What follows belongs to an exercise in optimizing a design on an open flow for small area, a short achievable clock period and few clock cycles per item; a production flow would make more cautious choices. Where RTL was checked, it was by simulation tests only, not by an equivalence proof against the original. Power and IR drop assume default switching activity.

==> flow/design.v (excerpt) <==
module seq_mult_16bit (
    input  wire         clk,
    input  wire         rst_n,
    input  wire         start,
    input  wire [15:0]  a_in,
    input  wire [15:0]  b_in,
    output wire [31:0]  p_out,
    output reg          done
);
    wire bo0;
    wire bt0;
    wire bn0;
    wire ax0_0;
    wire ax0_1;
    wire ax0_2;
    wire ax0_3;
    wire ax0_4;
    wire ax0_5;
    wire ax0_6;
    wire ax0_7;
    wire ax0_8;
    wire ax0_9;
    wire ax0_10;
    wire ax0_11;
    wire ax0_12;
    wire ax0_13;
    wire ax0_14;
    wire ax0_15;
    wire pp1;
    wire pp2;
    wire pp3;
    wire pp4;
    wire pp5;
    wire pp6;
    wire pp7;
    wire pp8;
    wire pp9;
    wire pp10;
    wire pp11;
    wire pp12;
    wire pp13;
    wire pp14;
    wire pp15;
    wire pp16;
    wire sg17;
    wire sn18;
    wire bo1;
    wire bt1;
    wire bn1;
    wire ax1_0;
    wire ax1_1;
    wire ax1_2;
    wire ax1_3;
    wire ax1_4;
    wire ax1_5;
    wire ax1_6;
    wire ax1_7;
    wire ax1_8;
    wire ax1_9;
    wire ax1_10;
    wire ax1_11;
    wire ax1_12;
    wire ax1_13;
    wire ax1_14;
    wire ax1_15;
    wire pp19;
    wire pp20;
    wire pp21;
    wire pp22;
    wire pp23;
    wire pp24;
    wire pp25;
    wire pp26;
    wire pp27;
    wire pp28;
    wire pp29;
    wire pp30;
    wire pp31;
    wire pp32;
    wire pp33;
    wire pp34;
    wire sn35;
    wire bo2;
    wire bt2;
    wire bn2;
    wire ax2_0;
    wire ax2_1;
    wire ax2_2;
    wire ax2_3;
    wire ax2_4;
    wire ax2_5;
    wire ax2_6;
    wire ax2_7;
    wire ax2_8;
    wire ax2_9;
    wire ax2_10;
    wire ax2_11;
    wire ax2_12;
    wire ax2_13;
    wire ax2_14;
    wire ax2_15;
    wire pp36;
    wire pp37;
    wire pp38;
    wire pp39;
    wire pp40;
    wire pp41;
    wire pp42;
    wire pp43;
    wire pp44;
    wire pp45;
    wire pp46;
    wire pp47;
    wire pp48;
    wire pp49;
    wire pp50;
    wire pp51;
    wire sn52;
    wire bo3;
  ...
Size: about 780 cells after synthesis, about 62 flip-flops, about 7600 sq um of cells after synthesis.
export LEC_CHECK = 0
export ABC_AREA = 1
export CAP_MARGIN = 20
export CORE_MARGIN = 2
export CORE_UTILIZATION = 55
export CTS_BUF_LIST = sky130_fd_sc_hd__clkbuf_4 sky130_fd_sc_hd__clkbuf_8
export CTS_CLUSTER_DIAMETER = 100
export CTS_CLUSTER_SIZE = 32
export SETUP_SLACK_MARGIN = 1.2
export SLEW_MARGIN = 20
create_clock -name core_clock -period 4.5 [get_ports {clk}]
standard.sh (not shown) runs the stock make flow with config.mk's settings and CLKGATE_MAP_FILE= SYNTH_SCRIPT=/design/flow/synth_recipe.tcl, a recipe that flattens the netlist after the stock synthesis.
==> flow/flow/run.sh <==
#!/bin/bash
set -euo pipefail
cd "$(dirname "$0")/.."
GRT_SETUP_MARGIN=0.8
bash standard.sh \
  "BUFFER_PORTS_ARGS=-buffer_cell sky130_fd_sc_hd__buf_2" \
  "SYNTH_ARGS=-noabc" \
  cts > flow_make_cts.log 2>&1
bash standard.sh \
  "BUFFER_PORTS_ARGS=-buffer_cell sky130_fd_sc_hd__buf_2" \
  "SYNTH_ARGS=-noabc" \
  "SETUP_SLACK_MARGIN=$GRT_SETUP_MARGIN" \
  finish > flow_make.log 2>&1
The first run ran to the end with no violations.
Edit:
--- a/flow/flow/run.sh
+++ b/flow/flow/run.sh
@@ -2,5 +2,5 @@
 set -euo pipefail
 cd "$(dirname "$0")/.."
-GRT_SETUP_MARGIN=0.8
+GRT_SETUP_MARGIN=0.6
 bash standard.sh \
   "BUFFER_PORTS_ARGS=-buffer_cell sky130_fd_sc_hd__buf_2" \
- SETUP_SLACK_MARGIN: 1.2 -> 1.0
Worst hold slack gains 0.0079 ns.
Fmax came out lower slightly.
Core utilization came out lower by 5.0 points.
Setup slack loses 0.069 ns.
No run of this note included a check of the RTL's function; only the layout flow was run.


seq_mult_16bit, a different RTL version from the one above (not shown whole).
Size: ~62 flip-flops, roughly 7400 um2 of cells after synthesis.
Design seq_mult_16bit, start of the top module:
module seq_mult_16bit (
    input  wire         clk,
    input  wire         rst_n,
    input  wire         start,
    input  wire [15:0]  a_in,
    input  wire [15:0]  b_in,
    output wire [31:0]  p_out,
    output reg          done
);
export LEC_CHECK = 0
export ABC_AREA = 1
export CAP_MARGIN = 20
export CORE_MARGIN = 2
export CORE_UTILIZATION = 55
export SETUP_SLACK_MARGIN = 1.0
export SLEW_MARGIN = 20
create_clock -name core_clock -period 4.5 [get_ports {clk}]
==> flow/flow/run.sh <==
#!/bin/bash
set -euo pipefail
cd "$(dirname "$0")/.."
GRT_SETUP_MARGIN=0.6
bash standard.sh \
  "BUFFER_PORTS_ARGS=-buffer_cell sky130_fd_sc_hd__buf_2" \
  "SYNTH_ARGS=-noabc" \
  cts > flow_make_cts.log 2>&1
bash standard.sh \
  "BUFFER_PORTS_ARGS=-buffer_cell sky130_fd_sc_hd__buf_2" \
  "SYNTH_ARGS=-noabc" \
  "SETUP_SLACK_MARGIN=$GRT_SETUP_MARGIN" \
  finish > flow_make.log 2>&1
Testbench counts at the start, summed over its fixed seeds: cycles 2,400, items 2,400.
Then changed:
--- a/flow/config.mk
+++ b/flow/config.mk
@@ -10,4 +10,7 @@
 export CORE_MARGIN = 2
 export CORE_UTILIZATION = 55
-export SETUP_SLACK_MARGIN = 1.0
+export CTS_BUF_LIST = sky130_fd_sc_hd__clkbuf_4 sky130_fd_sc_hd__clkbuf_8
+export CTS_CLUSTER_DIAMETER = 100
+export CTS_CLUSTER_SIZE = 32
+export SETUP_SLACK_MARGIN = 1.1
 export SLEW_MARGIN = 20
Worst hold slack degrades by 0.039 ns. Non-clock buffer count rose by 5. Via count rose by 1.4%. Critical path depth rose by 6. Combinational power rose by 7.5%.
Then changed:
==> flow/flow/run.sh (replaced) <==
#!/bin/bash
set -euo pipefail
cd "$(dirname "$0")/.."
bash standard.sh \
  "BUFFER_PORTS_ARGS=-buffer_cell sky130_fd_sc_hd__buf_2" \
  "SYNTH_ARGS=-noabc" \
  finish > flow_make.log 2>&1
==> flow/config.mk (replaced) <==
export PLATFORM = sky130hd
export DESIGN_NAME = seq_mult_16bit
export DESIGN_NICKNAME = seq_mult_16bit
export VERILOG_FILES = /design/flow/design.v
export SDC_FILE = /design/flow/constraint.sdc
export NUM_CORES = 4
export LEC_CHECK = 0
export ABC_AREA = 1
export CAP_MARGIN = 20
export CORE_MARGIN = 2
export CORE_UTILIZATION = 65
export SETUP_SLACK_MARGIN = 1.0
export SLEW_MARGIN = 20
Effect: The changed run completed without violations; final area rose slightly; flip-flop and latch count does not change; worst setup slack gets better by 0.063 ns; non-clock buffer count rose by 9; utilization rose by 13 points; hold slack gets better by 0.040 ns; global-route usage rose by 3.4 points.


## run 1
Starting RTL as in the previous note.
clock: 4.5 ns
lec_check: 0
abc_area: 1
cap_margin: 20
core_margin: 2
core_utilization: 45
cts_buf_list: sky130_fd_sc_hd__clkbuf_4 sky130_fd_sc_hd__clkbuf_8
cts_cluster_diameter: 100
cts_cluster_size: 32
setup_slack_margin: 1.0
slew_margin: 20
==> flow/flow/run.sh <==
#!/bin/bash
set -euo pipefail
cd "$(dirname "$0")/.."
GRT_SETUP_MARGIN=0.6
bash standard.sh \
  "BUFFER_PORTS_ARGS=-buffer_cell sky130_fd_sc_hd__buf_2" \
  "SYNTH_ARGS=-noabc" \
  cts > flow_make_cts.log 2>&1
bash standard.sh \
  "BUFFER_PORTS_ARGS=-buffer_cell sky130_fd_sc_hd__buf_2" \
  "SYNTH_ARGS=-noabc" \
  "SETUP_SLACK_MARGIN=$GRT_SETUP_MARGIN" \
  finish > flow_make.log 2>&1
Testbench counts of run 1, summed over its fixed seeds: cycles 2,400, items 2,400.
Modified inputs, run 2 compared to run 1
- TNS_END_PERCENT now 0, previously not set
- CTS_CLUSTER_SIZE no longer set, was 32
- CORE_UTILIZATION now 65, was 45
- CTS_CLUSTER_DIAMETER no longer set, was 100
- CTS_BUF_LIST no longer set, was sky130_fd_sc_hd__clkbuf_4 sky130_fd_sc_hd__clkbuf_8
### Flow results
Run 2 finished all stages; the layout is clean. On first-iteration DRC count, run 2 does worse than run 1. | vias per cell | higher: run 2 |. Status: maximum frequency parity (run 1, run 2). The fraction of cell area in non-clock buffers in run 2 sits 1.1 points above the value recorded for run 1.


## pepper
seq_mult_16bit, a different RTL version from the one above (not shown whole).
Size in the first run: about 730 cells after synthesis.
clock: 4.5 ns
lec_check: 0
abc_area: 1
cap_margin: 20
core_margin: 2
core_utilization: 40
setup_slack_margin: 1.0
slew_margin: 20
==> flow/flow/run.sh <==
#!/bin/bash
set -euo pipefail
cd "$(dirname "$0")/.."
bash standard.sh \
  "BUFFER_PORTS_ARGS=-buffer_cell sky130_fd_sc_hd__buf_4" \
  "SYNTH_ARGS=-noabc" \
  finish > flow_make.log 2>&1
pepper finished every stage and its layout cleared the timing, design-rule and antenna checks.
Testbench counts of pepper, summed over its fixed seeds: cycles 2,400, items 2,400.
What sierra does differently from pepper at the input level:
# pepper
export LEC_CHECK = 0
export ABC_AREA = 1
export CAP_MARGIN = 20
export CORE_MARGIN = 2
export CORE_UTILIZATION = 40
export SETUP_SLACK_MARGIN = 1.0
export SLEW_MARGIN = 20
create_clock -name core_clock -period 4.5 [get_ports {clk}]
# sierra
export LEC_CHECK = 0
export ABC_AREA = 1
export CAP_MARGIN = 20
export CORE_MARGIN = 2
export CORE_UTILIZATION = 65
export SETUP_SLACK_MARGIN = 1.0
export SLEW_MARGIN = 20
create_clock -name core_clock -period 4.5 [get_ports {clk}]
==> flow/flow/run.sh <==
#!/bin/bash
set -euo pipefail
cd "$(dirname "$0")/.."
bash standard.sh \
  "BUFFER_PORTS_ARGS=-buffer_cell sky130_fd_sc_hd__buf_2" \
  "SYNTH_ARGS=-noabc" \
  finish > flow_make.log 2>&1
Findings:
Going from pepper to sierra, largest stage delay on the critical path shrinks by 0.07 ns.
Summary of sierra over pepper: utilization higher; area share of fa/ha/maj cells after synthesis roughly the same; die area lower; power lower.
Leakage power summed over all cells for sierra: about 3% down relative to pepper
In sierra, cell depth of the worst setup path is higher than in pepper.
Cmp sierra vs pepper: final cycle utilization of the critical path higher in sierra
sierra vs pepper on count of clock-buffer cells in the layout: sierra is the higher one.
Lower non-clock buffer count goes to sierra over pepper.
Relative to pepper, sierra degrades total wire length.

==> re-timing with driven ports <==
Ports are ideal in the flow. The routed layouts listed here were re-timed in OpenROAD. Step 1 assumes that a clkbuf_16 drives the clock port and a buf_2 every other input. Step 2 adds t to the input delays and takes it off the output delays; t is the mean of the earliest and latest rising clock arrival at the registers after step 1. Input paths then give back, and output paths get back, about the clock's delay inside the block. Slacks: no drivers / after step 1 / after step 2; pairs: no drivers / after step 1.
run | t (ns) | setup WS [ns] | clock arrival spread, ns | worst slew at a driven data input, ns
the first run of note 1 | 0.402 | 1.000 / 0.963 / 0.716 | 0.010 / 0.010 | 0.06
the second run of note 1 | 0.401 | 0.931 / 0.936 / 0.547 | 0.007 / 0.006 | 0.03
the first run of note 2 | 0.380 | 0.991 / 0.973 / 0.631 | 0.006 / 0.006 | 0.04
the second run of note 2 | 0.408 | 0.961 / 0.923 / 0.640 | 0.006 / 0.007 | 0.04
the third run of note 2 | 0.379 | 1.024 / 0.998 / 0.656 | 0.009 / 0.009 | 0.04
run 1 | 0.405 | 0.942 / 0.942 / 0.550 | 0.013 / 0.013 | 0.04
run 2 | 0.374 | 0.943 / 0.954 / 0.580 | 0.005 / 0.006 | 0.04
pepper | 0.381 | 0.980 / 0.986 / 0.605 | 0.006 / 0.006 | 0.14
sierra | 0.396 | 0.943 / 0.908 / 0.600 | 0.008 / 0.008 | 0.05
After both steps setup and hold are still met in every run listed. For run 1, which loses most, drivers alone change the setup slack by 0.000 ns; drivers and shift together by -0.392 ns.
